Context: an optimization exercise on an open-source flow, tuned for small area and a short achievable clock period. The choices shown serve that exercise and are no tape-out recipe.
In this exercise RTL edits were held to simulation tests only and were not proved equivalent to the original.
No activity file was given, so power comes from the tool's default toggle rates.

==> flow/design.v, too long to show whole: its modules and the start of the top module <==
// module IExecute: 1687 lines
// module IExecute_c_inv: 3 lines
// module IExecute_c_invx: 3 lines
// module IExecute_c_nand2: 3 lines
// module IExecute_c_nor2: 3 lines
// module IExecute_c_xor2: 3 lines
// module IExecute_c_xnor2: 3 lines
// module IExecute_c_a21oi: 3 lines
// module IExecute_c_a21boi: 3 lines
// module IExecute_c_o21bai: 3 lines
// module IExecute_c_nand2b: 3 lines
// module IExecute_c_o21ai: 3 lines
// module IExecute_c_mux2i: 3 lines
// module IExecute_c_mxi: 3 lines
// module IExecute_c_a222oi: 3 lines
// module IExecute_c_o22ai: 3 lines
// module IExecute_c_a221oi: 3 lines
// module IExecute_c_nand3: 3 lines
// module IExecute_c_nand4: 3 lines
module IExecute(
    input clk,
    input rst,
    input EXEBufEn,
    input [31:0] ALUopr1,
    input [31:0] ALUopr2,
    input [7:0] ALUOp,
    input sgn,
    input isJump,
    input [3:0] branch_type,
    input [31:0] PC_curr,
    input [31:0] Store_src,
    input pc_ins_type,
    output EXEHold,
    output reg [31:0] branch_resolution_address,
    output reg misprediction,
    output reg isJump_reg,
    output reg [31:0] EXE_Result
);
  // ...
==> flow/flow/run.sh <==
#!/bin/bash
# The standard layout with two changes:
#  - synthesis runs flow/synth_own.tcl: ORFS's synthesis (same passes,
#    flattening and renaming as synth_recipe.tcl) except that the single-gate
#    modules IExecute_c_* are mapped one cell each at the smallest drive;
#  - ports are buffered with buf_1 instead of the default buffer cell.
set -euo pipefail
here=$(pwd)
export BUFFER_PORTS_ARGS="-buffer_cell sky130_fd_sc_hd__buf_1"
sed -e "s#SYNTH_SCRIPT=[^ ]*#SYNTH_SCRIPT=$here/flow/synth_own.tcl#" standard.sh > own_synth.sh
grep -q "SYNTH_SCRIPT=$here/flow/synth_own.tcl" own_synth.sh
bash own_synth.sh synth > synth.log 2>&1
bash standard.sh > layout.log 2>&1
==> flow/flow/synth_own.tcl <==
proc synth {args} { yosys synth -nofsm -noshare {*}$args }
# ORFS synthesis with one change: hand-built cell modules (IExecute_c_*) are
# technology mapped with ABC's speed script (which maps a single-gate function
# to that gate) and then set to the smallest drive strength, while the rest of
# the design is mapped with the script ABC_AREA selects.
proc own_abc {} {
  global abc_args
  set leaf_args [lreplace $abc_args 0 1 -script $::env(SCRIPTS_DIR)/abc_speed.script]
  set leaves [tee -q -s result.string select -list-mod IExecute_c_*]
  if { [string trim $leaves] ne "" } {
    log_cmd abc {*}$leaf_args IExecute_c_*
    foreach c {inv nand2 nor2 nand3 nor3 nand4 nor4 a21oi o21ai a22oi o22ai a211oi o211ai
               a31oi o31ai a221oi o221ai a222oi xor2 xnor2 mux2i mux2 maj3 and2 or2 a21o o21a
               a2bb2oi o2bb2ai a32oi o32ai nor2b nand2b buf clkinv a21boi o21bai} {
      foreach s {2 4 8 12 16} {
        chtype -map sky130_fd_sc_hd__${c}_$s sky130_fd_sc_hd__${c}_1 IExecute_c_*
      }
    }
    # inv_2 has the area of inv_1; IExecute_c_invx drives the shifter selects
    chtype -map sky130_fd_sc_hd__inv_1 sky130_fd_sc_hd__inv_2 IExecute_c_*
    chtype -map sky130_fd_sc_hd__clkinv_1 sky130_fd_sc_hd__inv_2 IExecute_c_*
    chtype -map sky130_fd_sc_hd__inv_2 sky130_fd_sc_hd__inv_4 IExecute_c_invx
  }
  log_cmd abc {*}$abc_args IExecute
}
set f [open $::env(SCRIPTS_DIR)/synth.tcl]
set txt [read $f]
close $f
if { [regsub {log_cmd abc \{\*\}\$abc_args} $txt {own_abc} txt] != 1 } {
  error "synth_own: abc call not found in synth.tcl"
}
eval $txt
# left out here: clear keep_hierarchy, flatten, clean up, hide names made inside functions, write 1_2_yosys.v
==> flow/standard.sh <==
#!/bin/bash
# synth_recipe.tcl (not shown) runs the flow's synth.tcl, then flattens the netlist and writes it again
# the make line also repeats each setting of config.mk as NAME=value (left out here)
make -C /OpenROAD-flow-scripts/flow DESIGN_CONFIG=/design/flow/config.mk WORK_HOME=/design/flow/orfs CLKGATE_MAP_FILE= SYNTH_SCRIPT=/design/flow/synth_recipe.tcl "${@:-finish}"
==> flow/config.mk <==
export PLATFORM = sky130hd
export DESIGN_NAME = IExecute
export DESIGN_NICKNAME = IExecute
export VERILOG_FILES = /design/flow/design.v
export SDC_FILE = /design/flow/constraint.sdc
export NUM_CORES = 4
export LEC_CHECK = 0
export ABC_AREA = 1
export CAP_MARGIN = 20
export CORE_MARGIN = 2
export CORE_UTILIZATION = 40
export CTS_BUF_LIST = sky130_fd_sc_hd__clkbuf_8
export SETUP_SLACK_MARGIN = 2.5
export SLEW_MARGIN = 20
export SYNTH_HIERARCHICAL = 1
==> flow/constraint.sdc <==
create_clock -name core_clock -period 6.0 [get_ports {clk}]
set_input_delay 1.2000 -clock core_clock [delete_from_list [all_inputs] [get_ports {clk}]]
set_output_delay 1.2000 -clock core_clock [all_outputs]
set_load 0.01 [all_outputs]
==> impl_metrics.toml, run 1 <==
[finish]
layout.nonclk_buf_share_pct = 9.66
reg.largest.list = "EXE_Result: 32 flops, branch_resolution_address: 32 flops"
most-common-layout-cells = "224 x o22ai_1, 174 x buf_1, 172 x nand2_1"
design.seq.count = 66
final_area_um2 = 8590

[floorplan]
design.die.area_um2 = 18700

[clock_network]
cts_resized = 21
h-tree-depth = 3
cts_buffers = 9

[worst_setup_path]
cp_cell_sequence = "clkbuf_8 -> buf_12 -> xor2_1 -> xnor2_1 -> nor2_1 -> a21oi_2 -> o21ai_2 -> a21oi_1 -> o21ai_2 -> mux2i_1 -> nand4_1"
crit_start = "ALUOp[1]"
arrival_ns = 3.64
cp_common_cell = "o21ai_2"

[timing]
hold_ws_ns = 0.545
finalMaxSlewViolations = 0
setup_viol = 0
hold_viol = 0
setup_ws_ns = 2.60

[grt]
first_global_vias = 7442
grt_pass1_wl_um = 38200

[logic_synthesis]
ys_ff_latch = 66
synth_cell_types = 28
yosys.area.top_type = "dfrtp_1"
synth_common_cells = "224 x o22ai_1, 172 x nand2_1, 105 x xnor2_1, 79 x o21ai_1, 75 x nor2_1"
synthFlopType = "dfrtp_1"
synthSimpleGateAreaFrac_pct = 19.2

[drt]
route.met3.wl_um = 1820
wl_um = 25400
met2_length_um = 11600

[pwr]
p_comb_uw = 976
clockPowerShare_pct = 19.9
p_int_mw = 1.11

[outcome]
status = "no timing/DRC/antenna violations"

[worst_hold_path]
min_delay_path_depth = 2
min_path_type = "flop to flop"
==> inputs of run 2 (changes only) <==
--- a/flow/design.v
+++ b/flow/design.v
@@ -1335,337 +1335,273 @@
     IExecute_c_mxi u645 (.a(n_613), .b(fill_n), .s(n_454), .sn(n_448), .y(n_645));
     wire n_646;
     IExecute_c_mxi u646 (.a(n_614), .b(fill_n), .s(n_454), .sn(n_448), .y(n_646));
     wire n_647;
     IExecute_c_o22ai u647 (.a1(k_and_n), .a2(n_65), .b1(k_xor_n), .b2(n_33), .y(n_647));
     wire n_648;
     IExecute_c_a221oi u648 (.a1(hold), .a2(EXE_Result[0]), .b1(sel_sr), .b2(n_615), .c1(n_647), .y(n_648));
     wire n_649;
-    IExecute_c_nand2 u649 (.a(sel_sll), .b(n_646), .y(n_649));
+    IExecute_c_a22oi u649 (.a1(sel_sll), .a2(n_646), .b1(sel_add), .b2(n_233), .y(n_649));
     wire n_650;
-    IExecute_c_nand2 u650 (.a(sel_add), .b(n_233), .y(n_650));
+    IExecute_c_mux2i u650 (.a0(slt_c0), .a1(slt_c1), .s(n_232), .y(n_650));
     wire n_651;
-    IExecute_c_mux2i u651 (.a0(slt_c0), .a1(slt_c1), .s(n_232), .y(n_651));
+    IExecute_c_nand3 u651 (.a(n_648), .b(n_649), .c(n_650), .y(n_651));
     wire n_652;
-    IExecute_c_nand4 u652 (.a(n_648), .b(n_649), .c(n_650), .d(n_651), .y(n_652));
+    IExecute_c_o22ai u652 (.a1(k_and_n), .a2(n_66), .b1(k_xor_n), .b2(n_34), .y(n_652));
     wire n_653;
-    IExecute_c_o22ai u653 (.a1(k_and_n), .a2(n_66), .b1(k_xor_n), .b2(n_34), .y(n_653));
+    IExecute_c_a221oi u653 (.a1(hold), .a2(EXE_Result[1]), .b1(sel_sr), .b2(n_616), .c1(n_652), .y(n_653));
     wire n_654;
-    IExecute_c_a221oi u654 (.a1(hold), .a2(EXE_Result[1]), .b1(sel_sr), .b2(n_616), .c1(n_653), .y(n_654));
+    IExecute_c_a22oi u654 (.a1(sel_sll), .a2(n_645), .b1(sel_add), .b2(n_234), .y(n_654));
     wire n_655;
-    IExecute_c_nand2 u655 (.a(sel_sll), .b(n_645), .y(n_655));
+    IExecute_c_nand2 u655 (.a(n_653), .b(n_654), .y(n_655));
     wire n_656;
-    IExecute_c_nand2 u656 (.a(sel_add), .b(n_234), .y(n_656));
+    IExecute_c_o22ai u656 (.a1(k_and_n), .a2(n_67), .b1(k_xor_n), .b2(n_35), .y(n_656));
     wire n_657;
-    IExecute_c_nand3 u657 (.a(n_654), .b(n_655), .c(n_656), .y(n_657));
+    IExecute_c_a221oi u657 (.a1(hold), .a2(EXE_Result[2]), .b1(sel_sr), .b2(n_617), .c1(n_656), .y(n_657));
     wire n_658;
-    IExecute_c_o22ai u658 (.a1(k_and_n), .a2(n_67), .b1(k_xor_n), .b2(n_35), .y(n_658));
+    IExecute_c_a22oi u658 (.a1(sel_sll), .a2(n_644), .b1(sel_add), .b2(n_235), .y(n_658));
     wire n_659;
-    IExecute_c_a221oi u659 (.a1(hold), .a2(EXE_Result[2]), .b1(sel_sr), .b2(n_617), .c1(n_658), .y(n_659));
+    IExecute_c_nand2 u659 (.a(n_657), .b(n_658), .y(n_659));
     wire n_660;
-    IExecute_c_nand2 u660 (.a(sel_sll), .b(n_644), .y(n_660));
+    IExecute_c_o22ai u660 (.a1(k_and_n), .a2(n_68), .b1(k_xor_n), .b2(n_36), .y(n_660));
     wire n_661;
-    IExecute_c_nand2 u661 (.a(sel_add), .b(n_235), .y(n_661));
+    IExecute_c_a221oi u661 (.a1(hold), .a2(EXE_Result[3]), .b1(sel_sr), .b2(n_618), .c1(n_660), .y(n_661));
     wire n_662;
-    IExecute_c_nand3 u662 (.a(n_659), .b(n_660), .c(n_661), .y(n_662));
+    IExecute_c_a22oi u662 (.a1(sel_sll), .a2(n_643), .b1(sel_add), .b2(n_236), .y(n_662));
     wire n_663;
-    IExecute_c_o22ai u663 (.a1(k_and_n), .a2(n_68), .b1(k_xor_n), .b2(n_36), .y(n_663));
+    IExecute_c_nand2 u663 (.a(n_661), .b(n_662), .y(n_663));
     wire n_664;
-    IExecute_c_a221oi u664 (.a1(hold), .a2(EXE_Result[3]), .b1(sel_sr), .b2(n_618), .c1(n_663), .y(n_664));
+    IExecute_c_o22ai u664 (.a1(k_and_n), .a2(n_69), .b1(k_xor_n), .b2(n_37), .y(n_664));
     wire n_665;
-    IExecute_c_nand2 u665 (.a(sel_sll), .b(n_643), .y(n_665));
+    IExecute_c_a221oi u665 (.a1(hold), .a2(EXE_Result[4]), .b1(sel_sr), .b2(n_619), .c1(n_664), .y(n_665));
     wire n_666;
-    IExecute_c_nand2 u666 (.a(sel_add), .b(n_236), .y(n_666));
+    IExecute_c_a22oi u666 (.a1(sel_sll), .a2(n_642), .b1(sel_add), .b2(n_237), .y(n_666));
     wire n_667;
-    IExecute_c_nand3 u667 (.a(n_664), .b(n_665), .c(n_666), .y(n_667));
+    IExecute_c_nand2 u667 (.a(n_665), .b(n_666), .y(n_667));
     wire n_668;
-    IExecute_c_o22ai u668 (.a1(k_and_n), .a2(n_69), .b1(k_xor_n), .b2(n_37), .y(n_668));
+    IExecute_c_o22ai u668 (.a1(k_and_n), .a2(n_70), .b1(k_xor_n), .b2(n_38), .y(n_668));
     wire n_669;
-    IExecute_c_a221oi u669 (.a1(hold), .a2(EXE_Result[4]), .b1(sel_sr), .b2(n_619), .c1(n_668), .y(n_669));
+    IExecute_c_a221oi u669 (.a1(hold), .a2(EXE_Result[5]), .b1(sel_sr), .b2(n_620), .c1(n_668), .y(n_669));
     wire n_670;
-    IExecute_c_nand2 u670 (.a(sel_sll), .b(n_642), .y(n_670));
+    IExecute_c_a22oi u670 (.a1(sel_sll), .a2(n_641), .b1(sel_add), .b2(n_238), .y(n_670));
     wire n_671;
-    IExecute_c_nand2 u671 (.a(sel_add), .b(n_237), .y(n_671));
+    IExecute_c_nand2 u671 (.a(n_669), .b(n_670), .y(n_671));
     wire n_672;
-    IExecute_c_nand3 u672 (.a(n_669), .b(n_670), .c(n_671), .y(n_672));
+    IExecute_c_o22ai u672 (.a1(k_and_n), .a2(n_71), .b1(k_xor_n), .b2(n_39), .y(n_672));
     wire n_673;
-    IExecute_c_o22ai u673 (.a1(k_and_n), .a2(n_70), .b1(k_xor_n), .b2(n_38), .y(n_673));
+    IExecute_c_a221oi u673 (.a1(hold), .a2(EXE_Result[6]), .b1(sel_sr), .b2(n_621), .c1(n_672), .y(n_673));
     wire n_674;
-    IExecute_c_a221oi u674 (.a1(hold), .a2(EXE_Result[5]), .b1(sel_sr), .b2(n_620), .c1(n_673), .y(n_674));
+    IExecute_c_a22oi u674 (.a1(sel_sll), .a2(n_640), .b1(sel_add), .b2(n_239), .y(n_674));
     wire n_675;
-    IExecute_c_nand2 u675 (.a(sel_sll), .b(n_641), .y(n_675));
+    IExecute_c_nand2 u675 (.a(n_673), .b(n_674), .y(n_675));
     wire n_676;
-    IExecute_c_nand2 u676 (.a(sel_add), .b(n_238), .y(n_676));
+    IExecute_c_o22ai u676 (.a1(k_and_n), .a2(n_72), .b1(k_xor_n), .b2(n_40), .y(n_676));
     wire n_677;
-    IExecute_c_nand3 u677 (.a(n_674), .b(n_675), .c(n_676), .y(n_677));
+    IExecute_c_a221oi u677 (.a1(hold), .a2(EXE_Result[7]), .b1(sel_sr), .b2(n_622), .c1(n_676), .y(n_677));
     wire n_678;
-    IExecute_c_o22ai u678 (.a1(k_and_n), .a2(n_71), .b1(k_xor_n), .b2(n_39), .y(n_678));
+    IExecute_c_a22oi u678 (.a1(sel_sll), .a2(n_639), .b1(sel_add), .b2(n_240), .y(n_678));
     wire n_679;
-    IExecute_c_a221oi u679 (.a1(hold), .a2(EXE_Result[6]), .b1(sel_sr), .b2(n_621), .c1(n_678), .y(n_679));
+    IExecute_c_nand2 u679 (.a(n_677), .b(n_678), .y(n_679));
     wire n_680;
-    IExecute_c_nand2 u680 (.a(sel_sll), .b(n_640), .y(n_680));
+    IExecute_c_o22ai u680 (.a1(k_and_n), .a2(n_73), .b1(k_xor_n), .b2(n_41), .y(n_680));
     wire n_681;
-    IExecute_c_nand2 u681 (.a(sel_add), .b(n_239), .y(n_681));
+    IExecute_c_a221oi u681 (.a1(hold), .a2(EXE_Result[8]), .b1(sel_sr), .b2(n_623), .c1(n_680), .y(n_681));
     wire n_682;
-    IExecute_c_nand3 u682 (.a(n_679), .b(n_680), .c(n_681), .y(n_682));
+    IExecute_c_a22oi u682 (.a1(sel_sll), .a2(n_638), .b1(sel_add), .b2(n_241), .y(n_682));
     wire n_683;
-    IExecute_c_o22ai u683 (.a1(k_and_n), .a2(n_72), .b1(k_xor_n), .b2(n_40), .y(n_683));
+    IExecute_c_nand2 u683 (.a(n_681), .b(n_682), .y(n_683));
     wire n_684;
-    IExecute_c_a221oi u684 (.a1(hold), .a2(EXE_Result[7]), .b1(sel_sr), .b2(n_622), .c1(n_683), .y(n_684));
+    IExecute_c_o22ai u684 (.a1(k_and_n), .a2(n_74), .b1(k_xor_n), .b2(n_42), .y(n_684));
     wire n_685;
-    IExecute_c_nand2 u685 (.a(sel_sll), .b(n_639), .y(n_685));
+    IExecute_c_a221oi u685 (.a1(hold), .a2(EXE_Result[9]), .b1(sel_sr), .b2(n_624), .c1(n_684), .y(n_685));
     wire n_686;
-    IExecute_c_nand2 u686 (.a(sel_add), .b(n_240), .y(n_686));
+    IExecute_c_a22oi u686 (.a1(sel_sll), .a2(n_637), .b1(sel_add), .b2(n_242), .y(n_686));
     wire n_687;
-    IExecute_c_nand3 u687 (.a(n_684), .b(n_685), .c(n_686), .y(n_687));
+    IExecute_c_nand2 u687 (.a(n_685), .b(n_686), .y(n_687));
     wire n_688;
-    IExecute_c_o22ai u688 (.a1(k_and_n), .a2(n_73), .b1(k_xor_n), .b2(n_41), .y(n_688));
+    IExecute_c_o22ai u688 (.a1(k_and_n), .a2(n_75), .b1(k_xor_n), .b2(n_43), .y(n_688));
     wire n_689;
-    IExecute_c_a221oi u689 (.a1(hold), .a2(EXE_Result[8]), .b1(sel_sr), .b2(n_623), .c1(n_688), .y(n_689));
+    IExecute_c_a221oi u689 (.a1(hold), .a2(EXE_Result[10]), .b1(sel_sr), .b2(n_625), .c1(n_688), .y(n_689));
     wire n_690;
-    IExecute_c_nand2 u690 (.a(sel_sll), .b(n_638), .y(n_690));
+    IExecute_c_a22oi u690 (.a1(sel_sll), .a2(n_636), .b1(sel_add), .b2(n_243), .y(n_690));
     wire n_691;
-    IExecute_c_nand2 u691 (.a(sel_add), .b(n_241), .y(n_691));
+    IExecute_c_nand2 u691 (.a(n_689), .b(n_690), .y(n_691));
     wire n_692;
-    IExecute_c_nand3 u692 (.a(n_689), .b(n_690), .c(n_691), .y(n_692));
+    IExecute_c_o22ai u692 (.a1(k_and_n), .a2(n_76), .b1(k_xor_n), .b2(n_44), .y(n_692));
     wire n_693;
-    IExecute_c_o22ai u693 (.a1(k_and_n), .a2(n_74), .b1(k_xor_n), .b2(n_42), .y(n_693));
+    IExecute_c_a221oi u693 (.a1(hold), .a2(EXE_Result[11]), .b1(sel_sr), .b2(n_626), .c1(n_692), .y(n_693));
     wire n_694;
-    IExecute_c_a221oi u694 (.a1(hold), .a2(EXE_Result[9]), .b1(sel_sr), .b2(n_624), .c1(n_693), .y(n_694));
+    IExecute_c_a22oi u694 (.a1(sel_sll), .a2(n_635), .b1(sel_add), .b2(n_244), .y(n_694));
     wire n_695;
-    IExecute_c_nand2 u695 (.a(sel_sll), .b(n_637), .y(n_695));
+    IExecute_c_nand2 u695 (.a(n_693), .b(n_694), .y(n_695));
     wire n_696;
-    IExecute_c_nand2 u696 (.a(sel_add), .b(n_242), .y(n_696));
+    IExecute_c_o22ai u696 (.a1(k_and_n), .a2(n_77), .b1(k_xor_n), .b2(n_45), .y(n_696));
     wire n_697;
-    IExecute_c_nand3 u697 (.a(n_694), .b(n_695), .c(n_696), .y(n_697));
+    IExecute_c_a221oi u697 (.a1(hold), .a2(EXE_Result[12]), .b1(sel_sr), .b2(n_627), .c1(n_696), .y(n_697));
     wire n_698;
-    IExecute_c_o22ai u698 (.a1(k_and_n), .a2(n_75), .b1(k_xor_n), .b2(n_43), .y(n_698));
+    IExecute_c_a22oi u698 (.a1(sel_sll), .a2(n_634), .b1(sel_add), .b2(n_245), .y(n_698));
     wire n_699;
-    IExecute_c_a221oi u699 (.a1(hold), .a2(EXE_Result[10]), .b1(sel_sr), .b2(n_625), .c1(n_698), .y(n_699));
+    IExecute_c_nand2 u699 (.a(n_697), .b(n_698), .y(n_699));
     wire n_700;
-    IExecute_c_nand2 u700 (.a(sel_sll), .b(n_636), .y(n_700));
+    IExecute_c_o22ai u700 (.a1(k_and_n), .a2(n_78), .b1(k_xor_n), .b2(n_46), .y(n_700));
     wire n_701;
-    IExecute_c_nand2 u701 (.a(sel_add), .b(n_243), .y(n_701));
+    IExecute_c_a221oi u701 (.a1(hold), .a2(EXE_Result[13]), .b1(sel_sr), .b2(n_628), .c1(n_700), .y(n_701));
     wire n_702;
-    IExecute_c_nand3 u702 (.a(n_699), .b(n_700), .c(n_701), .y(n_702));
+    IExecute_c_a22oi u702 (.a1(sel_sll), .a2(n_633), .b1(sel_add), .b2(n_246), .y(n_702));
     wire n_703;
-    IExecute_c_o22ai u703 (.a1(k_and_n), .a2(n_76), .b1(k_xor_n), .b2(n_44), .y(n_703));
+    IExecute_c_nand2 u703 (.a(n_701), .b(n_702), .y(n_703));
     wire n_704;
-    IExecute_c_a221oi u704 (.a1(hold), .a2(EXE_Result[11]), .b1(sel_sr), .b2(n_626), .c1(n_703), .y(n_704));
+    IExecute_c_o22ai u704 (.a1(k_and_n), .a2(n_79), .b1(k_xor_n), .b2(n_47), .y(n_704));
     wire n_705;
-    IExecute_c_nand2 u705 (.a(sel_sll), .b(n_635), .y(n_705));
+    IExecute_c_a221oi u705 (.a1(hold), .a2(EXE_Result[14]), .b1(sel_sr), .b2(n_629), .c1(n_704), .y(n_705));
     wire n_706;
-    IExecute_c_nand2 u706 (.a(sel_add), .b(n_244), .y(n_706));
+    IExecute_c_a22oi u706 (.a1(sel_sll), .a2(n_632), .b1(sel_add), .b2(n_247), .y(n_706));
     wire n_707;
-    IExecute_c_nand3 u707 (.a(n_704), .b(n_705), .c(n_706), .y(n_707));
+    IExecute_c_nand2 u707 (.a(n_705), .b(n_706), .y(n_707));
     wire n_708;
-    IExecute_c_o22ai u708 (.a1(k_and_n), .a2(n_77), .b1(k_xor_n), .b2(n_45), .y(n_708));
+    IExecute_c_o22ai u708 (.a1(k_and_n), .a2(n_80), .b1(k_xor_n), .b2(n_48), .y(n_708));
     wire n_709;
-    IExecute_c_a221oi u709 (.a1(hold), .a2(EXE_Result[12]), .b1(sel_sr), .b2(n_627), .c1(n_708), .y(n_709));
+    IExecute_c_a221oi u709 (.a1(hold), .a2(EXE_Result[15]), .b1(sel_sr), .b2(n_630), .c1(n_708), .y(n_709));
     wire n_710;
-    IExecute_c_nand2 u710 (.a(sel_sll), .b(n_634), .y(n_710));
+    IExecute_c_a22oi u710 (.a1(sel_sll), .a2(n_631), .b1(sel_add), .b2(n_248), .y(n_710));
     wire n_711;
-    IExecute_c_nand2 u711 (.a(sel_add), .b(n_245), .y(n_711));
+    IExecute_c_nand2 u711 (.a(n_709), .b(n_710), .y(n_711));
     wire n_712;
-    IExecute_c_nand3 u712 (.a(n_709), .b(n_710), .c(n_711), .y(n_712));
+    IExecute_c_o22ai u712 (.a1(k_and_n), .a2(n_81), .b1(k_xor_n), .b2(n_49), .y(n_712));
     wire n_713;
-    IExecute_c_o22ai u713 (.a1(k_and_n), .a2(n_78), .b1(k_xor_n), .b2(n_46), .y(n_713));
+    IExecute_c_a221oi u713 (.a1(hold), .a2(EXE_Result[16]), .b1(sel_sr), .b2(n_631), .c1(n_712), .y(n_713));
     wire n_714;
-    IExecute_c_a221oi u714 (.a1(hold), .a2(EXE_Result[13]), .b1(sel_sr), .b2(n_628), .c1(n_713), .y(n_714));
+    IExecute_c_a22oi u714 (.a1(sel_sll), .a2(n_630), .b1(sel_add), .b2(n_249), .y(n_714));
     wire n_715;
-    IExecute_c_nand2 u715 (.a(sel_sll), .b(n_633), .y(n_715));
+    IExecute_c_nand2 u715 (.a(n_713), .b(n_714), .y(n_715));
     wire n_716;
-    IExecute_c_nand2 u716 (.a(sel_add), .b(n_246), .y(n_716));
+    IExecute_c_o22ai u716 (.a1(k_and_n), .a2(n_82), .b1(k_xor_n), .b2(n_50), .y(n_716));
     wire n_717;
-    IExecute_c_nand3 u717 (.a(n_714), .b(n_715), .c(n_716), .y(n_717));
+    IExecute_c_a221oi u717 (.a1(hold), .a2(EXE_Result[17]), .b1(sel_sr), .b2(n_632), .c1(n_716), .y(n_717));
     wire n_718;
-    IExecute_c_o22ai u718 (.a1(k_and_n), .a2(n_79), .b1(k_xor_n), .b2(n_47), .y(n_718));
+    IExecute_c_a22oi u718 (.a1(sel_sll), .a2(n_629), .b1(sel_add), .b2(n_250), .y(n_718));
     wire n_719;
-    IExecute_c_a221oi u719 (.a1(hold), .a2(EXE_Result[14]), .b1(sel_sr), .b2(n_629), .c1(n_718), .y(n_719));
+    IExecute_c_nand2 u719 (.a(n_717), .b(n_718), .y(n_719));
     wire n_720;
-    IExecute_c_nand2 u720 (.a(sel_sll), .b(n_632), .y(n_720));
+    IExecute_c_o22ai u720 (.a1(k_and_n), .a2(n_83), .b1(k_xor_n), .b2(n_51), .y(n_720));
     wire n_721;
-    IExecute_c_nand2 u721 (.a(sel_add), .b(n_247), .y(n_721));
+    IExecute_c_a221oi u721 (.a1(hold), .a2(EXE_Result[18]), .b1(sel_sr), .b2(n_633), .c1(n_720), .y(n_721));
     wire n_722;
-    IExecute_c_nand3 u722 (.a(n_719), .b(n_720), .c(n_721), .y(n_722));
+    IExecute_c_a22oi u722 (.a1(sel_sll), .a2(n_628), .b1(sel_add), .b2(n_251), .y(n_722));
     wire n_723;
-    IExecute_c_o22ai u723 (.a1(k_and_n), .a2(n_80), .b1(k_xor_n), .b2(n_48), .y(n_723));
+    IExecute_c_nand2 u723 (.a(n_721), .b(n_722), .y(n_723));
     wire n_724;
-    IExecute_c_a221oi u724 (.a1(hold), .a2(EXE_Result[15]), .b1(sel_sr), .b2(n_630), .c1(n_723), .y(n_724));
+    IExecute_c_o22ai u724 (.a1(k_and_n), .a2(n_84), .b1(k_xor_n), .b2(n_52), .y(n_724));
     wire n_725;
-    IExecute_c_nand2 u725 (.a(sel_sll), .b(n_631), .y(n_725));
+    IExecute_c_a221oi u725 (.a1(hold), .a2(EXE_Result[19]), .b1(sel_sr), .b2(n_634), .c1(n_724), .y(n_725));
     wire n_726;
-    IExecute_c_nand2 u726 (.a(sel_add), .b(n_248), .y(n_726));
+    IExecute_c_a22oi u726 (.a1(sel_sll), .a2(n_627), .b1(sel_add), .b2(n_252), .y(n_726));
     wire n_727;
-    IExecute_c_nand3 u727 (.a(n_724), .b(n_725), .c(n_726), .y(n_727));
+    IExecute_c_nand2 u727 (.a(n_725), .b(n_726), .y(n_727));
     wire n_728;
-    IExecute_c_o22ai u728 (.a1(k_and_n), .a2(n_81), .b1(k_xor_n), .b2(n_49), .y(n_728));
+    IExecute_c_o22ai u728 (.a1(k_and_n), .a2(n_85), .b1(k_xor_n), .b2(n_53), .y(n_728));
     wire n_729;
-    IExecute_c_a221oi u729 (.a1(hold), .a2(EXE_Result[16]), .b1(sel_sr), .b2(n_631), .c1(n_728), .y(n_729));
+    IExecute_c_a221oi u729 (.a1(hold), .a2(EXE_Result[20]), .b1(sel_sr), .b2(n_635), .c1(n_728), .y(n_729));
     wire n_730;
-    IExecute_c_nand2 u730 (.a(sel_sll), .b(n_630), .y(n_730));
+    IExecute_c_a22oi u730 (.a1(sel_sll), .a2(n_626), .b1(sel_add), .b2(n_253), .y(n_730));
     wire n_731;
-    IExecute_c_nand2 u731 (.a(sel_add), .b(n_249), .y(n_731));
+    IExecute_c_nand2 u731 (.a(n_729), .b(n_730), .y(n_731));
     wire n_732;
-    IExecute_c_nand3 u732 (.a(n_729), .b(n_730), .c(n_731), .y(n_732));
+    IExecute_c_o22ai u732 (.a1(k_and_n), .a2(n_86), .b1(k_xor_n), .b2(n_54), .y(n_732));
     wire n_733;
-    IExecute_c_o22ai u733 (.a1(k_and_n), .a2(n_82), .b1(k_xor_n), .b2(n_50), .y(n_733));
+    IExecute_c_a221oi u733 (.a1(hold), .a2(EXE_Result[21]), .b1(sel_sr), .b2(n_636), .c1(n_732), .y(n_733));
     wire n_734;
-    IExecute_c_a221oi u734 (.a1(hold), .a2(EXE_Result[17]), .b1(sel_sr), .b2(n_632), .c1(n_733), .y(n_734));
+    IExecute_c_a22oi u734 (.a1(sel_sll), .a2(n_625), .b1(sel_add), .b2(n_254), .y(n_734));
     wire n_735;
-    IExecute_c_nand2 u735 (.a(sel_sll), .b(n_629), .y(n_735));
+    IExecute_c_nand2 u735 (.a(n_733), .b(n_734), .y(n_735));
     wire n_736;
-    IExecute_c_nand2 u736 (.a(sel_add), .b(n_250), .y(n_736));
+    IExecute_c_o22ai u736 (.a1(k_and_n), .a2(n_87), .b1(k_xor_n), .b2(n_55), .y(n_736));
     wire n_737;
-    IExecute_c_nand3 u737 (.a(n_734), .b(n_735), .c(n_736), .y(n_737));
+    IExecute_c_a221oi u737 (.a1(hold), .a2(EXE_Result[22]), .b1(sel_sr), .b2(n_637), .c1(n_736), .y(n_737));
     wire n_738;
-    IExecute_c_o22ai u738 (.a1(k_and_n), .a2(n_83), .b1(k_xor_n), .b2(n_51), .y(n_738));
+    IExecute_c_a22oi u738 (.a1(sel_sll), .a2(n_624), .b1(sel_add), .b2(n_255), .y(n_738));
     wire n_739;
-    IExecute_c_a221oi u739 (.a1(hold), .a2(EXE_Result[18]), .b1(sel_sr), .b2(n_633), .c1(n_738), .y(n_739));
+    IExecute_c_nand2 u739 (.a(n_737), .b(n_738), .y(n_739));
     wire n_740;
-    IExecute_c_nand2 u740 (.a(sel_sll), .b(n_628), .y(n_740));
+    IExecute_c_o22ai u740 (.a1(k_and_n), .a2(n_88), .b1(k_xor_n), .b2(n_56), .y(n_740));
     wire n_741;
-    IExecute_c_nand2 u741 (.a(sel_add), .b(n_251), .y(n_741));
+    IExecute_c_a221oi u741 (.a1(hold), .a2(EXE_Result[23]), .b1(sel_sr), .b2(n_638), .c1(n_740), .y(n_741));
     wire n_742;
-    IExecute_c_nand3 u742 (.a(n_739), .b(n_740), .c(n_741), .y(n_742));
+    IExecute_c_a22oi u742 (.a1(sel_sll), .a2(n_623), .b1(sel_add), .b2(n_256), .y(n_742));
     wire n_743;
-    IExecute_c_o22ai u743 (.a1(k_and_n), .a2(n_84), .b1(k_xor_n), .b2(n_52), .y(n_743));
+    IExecute_c_nand2 u743 (.a(n_741), .b(n_742), .y(n_743));
     wire n_744;
-    IExecute_c_a221oi u744 (.a1(hold), .a2(EXE_Result[19]), .b1(sel_sr), .b2(n_634), .c1(n_743), .y(n_744));
+    IExecute_c_o22ai u744 (.a1(k_and_n), .a2(n_89), .b1(k_xor_n), .b2(n_57), .y(n_744));
     wire n_745;
-    IExecute_c_nand2 u745 (.a(sel_sll), .b(n_627), .y(n_745));
+    IExecute_c_a221oi u745 (.a1(hold), .a2(EXE_Result[24]), .b1(sel_sr), .b2(n_639), .c1(n_744), .y(n_745));
     wire n_746;
-    IExecute_c_nand2 u746 (.a(sel_add), .b(n_252), .y(n_746));
+    IExecute_c_a22oi u746 (.a1(sel_sll), .a2(n_622), .b1(sel_add), .b2(n_257), .y(n_746));
     wire n_747;
-    IExecute_c_nand3 u747 (.a(n_744), .b(n_745), .c(n_746), .y(n_747));
+    IExecute_c_nand2 u747 (.a(n_745), .b(n_746), .y(n_747));
     wire n_748;
-    IExecute_c_o22ai u748 (.a1(k_and_n), .a2(n_85), .b1(k_xor_n), .b2(n_53), .y(n_748));
+    IExecute_c_o22ai u748 (.a1(k_and_n), .a2(n_90), .b1(k_xor_n), .b2(n_58), .y(n_748));
     wire n_749;
-    IExecute_c_a221oi u749 (.a1(hold), .a2(EXE_Result[20]), .b1(sel_sr), .b2(n_635), .c1(n_748), .y(n_749));
+    IExecute_c_a221oi u749 (.a1(hold), .a2(EXE_Result[25]), .b1(sel_sr), .b2(n_640), .c1(n_748), .y(n_749));
     wire n_750;
-    IExecute_c_nand2 u750 (.a(sel_sll), .b(n_626), .y(n_750));
+    IExecute_c_a22oi u750 (.a1(sel_sll), .a2(n_621), .b1(sel_add), .b2(n_258), .y(n_750));
     wire n_751;
-    IExecute_c_nand2 u751 (.a(sel_add), .b(n_253), .y(n_751));
+    IExecute_c_nand2 u751 (.a(n_749), .b(n_750), .y(n_751));
     wire n_752;
-    IExecute_c_nand3 u752 (.a(n_749), .b(n_750), .c(n_751), .y(n_752));
+    IExecute_c_o22ai u752 (.a1(k_and_n), .a2(n_91), .b1(k_xor_n), .b2(n_59), .y(n_752));
     wire n_753;
-    IExecute_c_o22ai u753 (.a1(k_and_n), .a2(n_86), .b1(k_xor_n), .b2(n_54), .y(n_753));
+    IExecute_c_a221oi u753 (.a1(hold), .a2(EXE_Result[26]), .b1(sel_sr), .b2(n_641), .c1(n_752), .y(n_753));
     wire n_754;
-    IExecute_c_a221oi u754 (.a1(hold), .a2(EXE_Result[21]), .b1(sel_sr), .b2(n_636), .c1(n_753), .y(n_754));
+    IExecute_c_a22oi u754 (.a1(sel_sll), .a2(n_620), .b1(sel_add), .b2(n_259), .y(n_754));
     wire n_755;
-    IExecute_c_nand2 u755 (.a(sel_sll), .b(n_625), .y(n_755));
+    IExecute_c_nand2 u755 (.a(n_753), .b(n_754), .y(n_755));
     wire n_756;
-    IExecute_c_nand2 u756 (.a(sel_add), .b(n_254), .y(n_756));
+    IExecute_c_o22ai u756 (.a1(k_and_n), .a2(n_92), .b1(k_xor_n), .b2(n_60), .y(n_756));
     wire n_757;
-    IExecute_c_nand3 u757 (.a(n_754), .b(n_755), .c(n_756), .y(n_757));
+    IExecute_c_a221oi u757 (.a1(hold), .a2(EXE_Result[27]), .b1(sel_sr), .b2(n_642), .c1(n_756), .y(n_757));
     wire n_758;
-    IExecute_c_o22ai u758 (.a1(k_and_n), .a2(n_87), .b1(k_xor_n), .b2(n_55), .y(n_758));
+    IExecute_c_a22oi u758 (.a1(sel_sll), .a2(n_619), .b1(sel_add), .b2(n_260), .y(n_758));
     wire n_759;
-    IExecute_c_a221oi u759 (.a1(hold), .a2(EXE_Result[22]), .b1(sel_sr), .b2(n_637), .c1(n_758), .y(n_759));
+    IExecute_c_nand2 u759 (.a(n_757), .b(n_758), .y(n_759));
     wire n_760;
-    IExecute_c_nand2 u760 (.a(sel_sll), .b(n_624), .y(n_760));
+    IExecute_c_o22ai u760 (.a1(k_and_n), .a2(n_93), .b1(k_xor_n), .b2(n_61), .y(n_760));
     wire n_761;
-    IExecute_c_nand2 u761 (.a(sel_add), .b(n_255), .y(n_761));
+    IExecute_c_a221oi u761 (.a1(hold), .a2(EXE_Result[28]), .b1(sel_sr), .b2(n_643), .c1(n_760), .y(n_761));
     wire n_762;
-    IExecute_c_nand3 u762 (.a(n_759), .b(n_760), .c(n_761), .y(n_762));
+    IExecute_c_a22oi u762 (.a1(sel_sll), .a2(n_618), .b1(sel_add), .b2(n_261), .y(n_762));
     wire n_763;
-    IExecute_c_o22ai u763 (.a1(k_and_n), .a2(n_88), .b1(k_xor_n), .b2(n_56), .y(n_763));
+    IExecute_c_nand2 u763 (.a(n_761), .b(n_762), .y(n_763));
     wire n_764;
-    IExecute_c_a221oi u764 (.a1(hold), .a2(EXE_Result[23]), .b1(sel_sr), .b2(n_638), .c1(n_763), .y(n_764));
+    IExecute_c_o22ai u764 (.a1(k_and_n), .a2(n_94), .b1(k_xor_n), .b2(n_62), .y(n_764));
     wire n_765;
-    IExecute_c_nand2 u765 (.a(sel_sll), .b(n_623), .y(n_765));
+    IExecute_c_a221oi u765 (.a1(hold), .a2(EXE_Result[29]), .b1(sel_sr), .b2(n_644), .c1(n_764), .y(n_765));
     wire n_766;
-    IExecute_c_nand2 u766 (.a(sel_add), .b(n_256), .y(n_766));
+    IExecute_c_a22oi u766 (.a1(sel_sll), .a2(n_617), .b1(sel_add), .b2(n_262), .y(n_766));
     wire n_767;
-    IExecute_c_nand3 u767 (.a(n_764), .b(n_765), .c(n_766), .y(n_767));
+    IExecute_c_nand2 u767 (.a(n_765), .b(n_766), .y(n_767));
     wire n_768;
-    IExecute_c_o22ai u768 (.a1(k_and_n), .a2(n_89), .b1(k_xor_n), .b2(n_57), .y(n_768));
+    IExecute_c_o22ai u768 (.a1(k_and_n), .a2(n_95), .b1(k_xor_n), .b2(n_63), .y(n_768));
     wire n_769;
-    IExecute_c_a221oi u769 (.a1(hold), .a2(EXE_Result[24]), .b1(sel_sr), .b2(n_639), .c1(n_768), .y(n_769));
+    IExecute_c_a221oi u769 (.a1(hold), .a2(EXE_Result[30]), .b1(sel_sr), .b2(n_645), .c1(n_768), .y(n_769));
     wire n_770;
-    IExecute_c_nand2 u770 (.a(sel_sll), .b(n_622), .y(n_770));
+    IExecute_c_a22oi u770 (.a1(sel_sll), .a2(n_616), .b1(sel_add), .b2(n_263), .y(n_770));
     wire n_771;
-    IExecute_c_nand2 u771 (.a(sel_add), .b(n_257), .y(n_771));
+    IExecute_c_nand2 u771 (.a(n_769), .b(n_770), .y(n_771));
     wire n_772;
-    IExecute_c_nand3 u772 (.a(n_769), .b(n_770), .c(n_771), .y(n_772));
+    IExecute_c_o22ai u772 (.a1(k_and_n), .a2(n_96), .b1(k_xor_n), .b2(n_64), .y(n_772));
     wire n_773;
-    IExecute_c_o22ai u773 (.a1(k_and_n), .a2(n_90), .b1(k_xor_n), .b2(n_58), .y(n_773));
+    IExecute_c_a221oi u773 (.a1(hold), .a2(EXE_Result[31]), .b1(sel_sr), .b2(n_646), .c1(n_772), .y(n_773));
     wire n_774;
-    IExecute_c_a221oi u774 (.a1(hold), .a2(EXE_Result[25]), .b1(sel_sr), .b2(n_640), .c1(n_773), .y(n_774));
+    IExecute_c_a22oi u774 (.a1(sel_sll), .a2(n_615), .b1(sel_add), .b2(n_264), .y(n_774));
     wire n_775;
-    IExecute_c_nand2 u775 (.a(sel_sll), .b(n_621), .y(n_775));
-    wire n_776;
-    IExecute_c_nand2 u776 (.a(sel_add), .b(n_258), .y(n_776));
-    wire n_777;
-    IExecute_c_nand3 u777 (.a(n_774), .b(n_775), .c(n_776), .y(n_777));
-    wire n_778;
-    IExecute_c_o22ai u778 (.a1(k_and_n), .a2(n_91), .b1(k_xor_n), .b2(n_59), .y(n_778));
-    wire n_779;
-    IExecute_c_a221oi u779 (.a1(hold), .a2(EXE_Result[26]), .b1(sel_sr), .b2(n_641), .c1(n_778), .y(n_779));
-    wire n_780;
-    IExecute_c_nand2 u780 (.a(sel_sll), .b(n_620), .y(n_780));
-    wire n_781;
-    IExecute_c_nand2 u781 (.a(sel_add), .b(n_259), .y(n_781));
-    wire n_782;
-    IExecute_c_nand3 u782 (.a(n_779), .b(n_780), .c(n_781), .y(n_782));
-    wire n_783;
-    IExecute_c_o22ai u783 (.a1(k_and_n), .a2(n_92), .b1(k_xor_n), .b2(n_60), .y(n_783));
-    wire n_784;
-    IExecute_c_a221oi u784 (.a1(hold), .a2(EXE_Result[27]), .b1(sel_sr), .b2(n_642), .c1(n_783), .y(n_784));
-    wire n_785;
-    IExecute_c_nand2 u785 (.a(sel_sll), .b(n_619), .y(n_785));
-    wire n_786;
-    IExecute_c_nand2 u786 (.a(sel_add), .b(n_260), .y(n_786));
-    wire n_787;
-    IExecute_c_nand3 u787 (.a(n_784), .b(n_785), .c(n_786), .y(n_787));
-    wire n_788;
-    IExecute_c_o22ai u788 (.a1(k_and_n), .a2(n_93), .b1(k_xor_n), .b2(n_61), .y(n_788));
-    wire n_789;
-    IExecute_c_a221oi u789 (.a1(hold), .a2(EXE_Result[28]), .b1(sel_sr), .b2(n_643), .c1(n_788), .y(n_789));
-    wire n_790;
-    IExecute_c_nand2 u790 (.a(sel_sll), .b(n_618), .y(n_790));
-    wire n_791;
-    IExecute_c_nand2 u791 (.a(sel_add), .b(n_261), .y(n_791));
-    wire n_792;
-    IExecute_c_nand3 u792 (.a(n_789), .b(n_790), .c(n_791), .y(n_792));
-    wire n_793;
-    IExecute_c_o22ai u793 (.a1(k_and_n), .a2(n_94), .b1(k_xor_n), .b2(n_62), .y(n_793));
-    wire n_794;
-    IExecute_c_a221oi u794 (.a1(hold), .a2(EXE_Result[29]), .b1(sel_sr), .b2(n_644), .c1(n_793), .y(n_794));
-    wire n_795;
-    IExecute_c_nand2 u795 (.a(sel_sll), .b(n_617), .y(n_795));
-    wire n_796;
-    IExecute_c_nand2 u796 (.a(sel_add), .b(n_262), .y(n_796));
-    wire n_797;
-    IExecute_c_nand3 u797 (.a(n_794), .b(n_795), .c(n_796), .y(n_797));
-    wire n_798;
-    IExecute_c_o22ai u798 (.a1(k_and_n), .a2(n_95), .b1(k_xor_n), .b2(n_63), .y(n_798));
-    wire n_799;
-    IExecute_c_a221oi u799 (.a1(hold), .a2(EXE_Result[30]), .b1(sel_sr), .b2(n_645), .c1(n_798), .y(n_799));
-    wire n_800;
-    IExecute_c_nand2 u800 (.a(sel_sll), .b(n_616), .y(n_800));
-    wire n_801;
-    IExecute_c_nand2 u801 (.a(sel_add), .b(n_263), .y(n_801));
-    wire n_802;
-    IExecute_c_nand3 u802 (.a(n_799), .b(n_800), .c(n_801), .y(n_802));
-    wire n_803;
-    IExecute_c_o22ai u803 (.a1(k_and_n), .a2(n_96), .b1(k_xor_n), .b2(n_64), .y(n_803));
-    wire n_804;
-    IExecute_c_a221oi u804 (.a1(hold), .a2(EXE_Result[31]), .b1(sel_sr), .b2(n_646), .c1(n_803), .y(n_804));
-    wire n_805;
-    IExecute_c_nand2 u805 (.a(sel_sll), .b(n_615), .y(n_805));
-    wire n_806;
-    IExecute_c_nand2 u806 (.a(sel_add), .b(n_264), .y(n_806));
-    wire n_807;
-    IExecute_c_nand3 u807 (.a(n_804), .b(n_805), .c(n_806), .y(n_807));
+    IExecute_c_nand2 u775 (.a(n_773), .b(n_774), .y(n_775));
     IExecute_c_mux2i u_mis (.a0(mis_c0_n), .a1(mis_c1_n), .s(n_232), .y(mis_w));
     assign sum31 = n_264;
     assign pn_all = {n_64, n_63, n_62, n_61, n_60, n_59, n_58, n_57, n_56, n_55, n_54, n_53, n_52, n_51, n_50, n_49, n_48, n_47, n_46, n_45, n_44, n_43, n_42, n_41, n_40, n_39, n_38, n_37, n_36, n_35, n_34, n_33};
-    assign res = {n_807, n_802, n_797, n_792, n_787, n_782, n_777, n_772, n_767, n_762, n_757, n_752, n_747, n_742, n_737, n_732, n_727, n_722, n_717, n_712, n_707, n_702, n_697, n_692, n_687, n_682, n_677, n_672, n_667, n_662, n_657, n_652};
+    assign res = {n_775, n_771, n_767, n_763, n_759, n_755, n_751, n_747, n_743, n_739, n_735, n_731, n_727, n_723, n_719, n_715, n_711, n_707, n_703, n_699, n_695, n_691, n_687, n_683, n_679, n_675, n_671, n_667, n_663, n_659, n_655, n_651};
     assign bra = {n_442, n_441, n_440, n_439, n_438, n_437, n_436, n_435, n_434, n_433, n_432, n_431, n_430, n_429, n_428, n_427, n_426, n_425, n_424, n_423, n_422, n_421, n_420, n_419, n_418, n_417, n_416, n_415, n_414, n_413, n_412, n_411};
     wire neq = sub ? |pn_all : ~&pn_all;
     wire x31 = ALUopr1[31] ^ ALUopr2[31];
     wire lt_c0 = x31 ? ALUopr2[31] : sub;
     wire lt_c1 = x31 ? ALUopr2[31] : ~sub;
     assign slt_c0 = sel_lt & lt_c0;
     assign slt_c1 = sel_lt & lt_c1;
     wire mis_lt0 = (branch_type[0] & neq) ^ branch_type[2];
@@ -1726,16 +1662,19 @@
     assign y = ~((a | s) & (b | sn));   
 endmodule
 module IExecute_c_a222oi(input a1, a2, b1, b2, c1, c2, output y);
     assign y = ~((a1 & a2) | (b1 & b2) | (c1 & c2));
 endmodule
 module IExecute_c_o22ai(input a1, a2, b1, b2, output y);
     assign y = ~((a1 | a2) & (b1 | b2));
 endmodule
+module IExecute_c_a22oi(input a1, a2, b1, b2, output y);
+    assign y = ~((a1 & a2) | (b1 & b2));
+endmodule
 module IExecute_c_a221oi(input a1, a2, b1, b2, c1, output y);
     assign y = ~((a1 & a2) | (b1 & b2) | c1);
 endmodule
 module IExecute_c_nand3(input a, b, c, output y);
     assign y = ~(a & b & c);
 endmodule
 module IExecute_c_nand4(input a, b, c, d, output y);
     assign y = ~(a & b & c & d);
==> run 2 against run 1 <==
  * First-iteration DRC count increased by 23%
  * Sequential power about the same
  * Setup slack got worse by 0.0011 ns
  * Worst hold slack got worse by 0.022 ns
  * Synthesized cell count decreased by 3.2%
  * Final cell count decreased by 2.4%
  * Critical path depth unchanged
  * Combinational power about the same
  * Flip-flop and latch count unchanged
  * Critical endpoint is now EXE_Result[18]
  * Clock skew unchanged
==> impl_metrics.toml, run 2 <==
[logic_synthesis]
async_reset_ff_share_pct = 100
ys_warn_count = 7
synthesis.area_um2 = 7010
synth_most_common_cell = "o22ai_1"
syn_avg_cell_area_um2 = 7.28
ys_ff_latch = 66
synth_top_area_share_pct = 23.6
syn_inst = 962
ys_seq_area_share_pct = 23.6
synth_common_cells = "224 x o22ai_1, 139 x nand2_1, 105 x xnor2_1, 79 x o21ai_1, 75 x nor2_1"
synth_edf_count = 0
yosys.area.top_type = "dfrtp_1"
synthFlopType = "dfrtp_1"
syn_nets = 1108
synth_cell_types = 29
yosys-top-cells-area = "dfrtp_1 24%, o22ai_1 20%, xnor2_1 13%"

[clock_network]
clkLatencyLatePin_ns = 0.38
hold_buffers = 0
cts_root_buffer = "clkbuf_8"
cts_sinks = 66
h-tree-depth = 3
cts.path.max_buffers = 2
tritoncts = "yes"
path_clk_slew_ns = 0.09
cts_buffers = 9

[drt]
ant_nets = 0
wl_um = 25200
drtPass1Iterations = 5
drcViolationCount = 0
drtIter0Drc = 831
via_per_inst = 5.93
post_drt_wl_per_cell_um = 18.1
vias = 8261

[timing]
slew_headroom_pct = 33.7
rsz0062_at_grt = "false"
tightestPinTransition_ns = 0.991
hold_viol = 0
fin_crit_sh_pct = 56.6
fmax_ghz = 0.294
fin_tns_setup_ns = 0
finalMaxSlewViolations = 0
setup_viol = 0
final.min_clock_period_ns = 3.40
finClkSkew_ns = 0

[pwr]
leakage_nw = 3.16
clockPowerShare_pct = 19.2
ir_drop_mv = 0.145
switchingPower_uw = 877
power_frac_comb_pct = 50.3
power_density_nw_per_um2 = 228
p_int_mw = 1.07
swShare_pct = 45.0
p_seq_share_pct = 30.5

[finish]
drive_gt1_share_pct = 10.5
nNetsFinal = 1309
register_area_um2 = 1650
final_common_cell = "o22ai_1"
syn2layout_area_growth_pct = 21.8
diodes = 0
most-common-layout-cells = "224 x o22ai_1, 174 x buf_1, 138 x nand2_1"
n_fill_cell = 1826
final_util_pct = 49.5
multi_input_area_um2 = 5370
reg.largest.list = "EXE_Result: 32 flops, branch_resolution_address: 32 flops"

[worst_hold_path]
min_path_type = "flop to flop"
hold_end = "EXE_Result[18]"
min-delay-start = "EXE_Result[18]"
min_delay_path_depth = 2

[worst_setup_path]
required_ns = 6.33
critPathLaunchType = "primary input"
crit_type = "primary input to flop"
r2r_end = "EXE_Result[8]"
end_kind = "flop"
critical_path_peak_fanout = 33
rr_worst_depth = 2
reg2reg_slack_ns = 5.09
r2r_start = "EXE_Result[8]"
arrival_ns = 3.73

[floorplan]
design.core.area_um2 = 17200
rows = 48
die_y_um = 136
start_util_pct = 40.6
design.die.area_um2 = 18600
dieWidth_um = 136
num_io_pins = 213

[outcome]
status = "no timing/DRC/antenna violations"

[grt]
grt_pass1_wl_um = 38200
first_global_vias = 7077
gr-usage-all-layers_pct = 26.7
grt_overflow = 0
antenna_found_initial = 0
grt_max_degree = 67

[place]
gp_congestion = 0.901
hpwl_um = 18900
io_buffer_count = 178

[job]
cap_violations = 0
-- run 2: critical path, stage by stage --
cell and delay, ns:
buf_1 0.30, inv_6 0.18, inv_4 0.29, o22ai_1 0.17, o22ai_1 0.30, o22ai_1 0.16
o22ai_1 0.24, o22ai_1 0.12, o22ai_1 0.49, a22oi_1 0.18, nand2_1 0.09
-- run 2: logic make-up (layout without fill, tap and decap cells) --
kind of cell | count (synthesis) | in the layout | share of synthesized area, %
muxes | 3 | 3 | 0.429
AOI/OAI and AO/OA | 418 | 418 | 37.1
buffers and inverters | 59 | 265 | 3.64
other | 1 | 1 | 0.0535
and+or+nand+nor | 256 | 256 | 15.3
xor gates and xnor gates | 159 | 159 | 19.9
DFF | 66 | 66 | 23.6
-- run 2: through the flow --
step | instance area [um2] | total power [mW] | cells | setup WS [ns] | hold WS, ns
final | 8530 | 1.95 | 1393 | 2.60 | 0.523
after global routing | 8530 | 2.08 | 1393 | 2.50 | 0.561
after CTS | 8390 | 1.94 | 1391 | 2.58 | 0.528
after detailed placement | 8050 | 1.52 | 1371 | 1.44 | 0.505
after global placement | 8050 | 1.52 | 1371 | 1.46 | 0.510
after floorplan | 7040 | 1.23 | 962 | 2.52 | 0.553
-- run 2: worst max path at each step --
stage	from	end	slack, ns	cells past startpoint
CTS	ALUopr2[1]	branch_resolution_address[31]	2.58	12
floorplan	ALUOp[1]	EXE_Result[31]	2.52	11
finish	ALUOp[6]	EXE_Result[18]	2.60	11
detailed placement	ALUOp[1]	EXE_Result[28]	1.44	13
global route	ALUOp[1]	EXE_Result[31]	2.50	12
global placement	ALUOp[1]	EXE_Result[25]	1.46	13
-- run 2: power groups by stage --
stage                     Sequential (mW)  Clock (mW)  Combinational (mW)
after detailed placement            0.602           0               0.919
after global routing                0.604       0.405                1.08
after CTS                           0.594       0.391               0.951
final                               0.595       0.373               0.979
after floorplan                     0.643           0               0.587
after global placement              0.603           0               0.915
-- run 2: repair_timing --
item,in CTS,in global routing
setup buffers,4,2
gates resized for setup,22,23
pin swaps,2,2
setup endpoints to repair,33,21
hold endpoints to repair,0,0
-- run 2: final cells by class --
cell class / count / area share, %
repair buffers: 191 / 9.40
clock inverters: 7 / 0.601
inverters: 58 / 2.93
flip-flops and latches: 66 / 19.4
clock buffers: 9 / 1.45
multi-input cells: 837 / 63.0
well taps: 225 / 3.30
-- run 2: per-layer routing --
layer	GRT usage, %	part of all wire, %
met3	4.40	7.3
met2	41.0	45
met1	37.8	45
met4	9.38	2.8
met5	0	0
-- run 2: modules after synthesis (local to each module, per instance), a selection --
module             flops+latches  cells inside  area [um2]
IExecute_c_a21oi               0             1        5.00
IExecute_c_nand3               0             1        5.00
IExecute_c_o21ai               0             1        5.00
IExecute_c_xnor2               0             1        8.76
IExecute_c_a221oi              0             1        8.76
IExecute_c_mxi                 0             1        6.26
IExecute_c_nand2b              0             1        6.26
IExecute_c_xor2                0             1        8.76
IExecute_c_a22oi               0             1        7.51
IExecute_c_o21bai              0             1        7.51
IExecute_c_invx                0             1        6.26

## re-timing with driven ports
How much do the figures lean on ideal ports? The routed layouts below were timed once more, with nothing changed but the port constraints. Step 1 sets driving cells, clkbuf_16 on the clock port and buf_2 on the other inputs (assumed; they add their load-dependent delay and slew). Step 2 times the ports against the registers' clock, not the clock port: input delays grow and output delays shrink by t, the midpoint of the rising clock arrivals with the driver on. Three values: ideal, step 1, step 2; two values: the first two.
| run | t (ns) | setup slack, ns | clock arrival spread, ns | pins driven straight from the clock port |
|---|---|---|---|---|
| run 1 | 0.412 | 2.603 / 2.614 / 2.201 | 0.016 / 0.017 | 1 |
| run 2 | 0.414 | 2.602 / 2.612 / 2.197 | 0.013 / 0.013 | 1 |
After both steps every run listed still meets setup and hold. For run 2, which loses most, drivers alone change the setup slack by +0.010 ns; drivers and shift together by -0.405 ns.
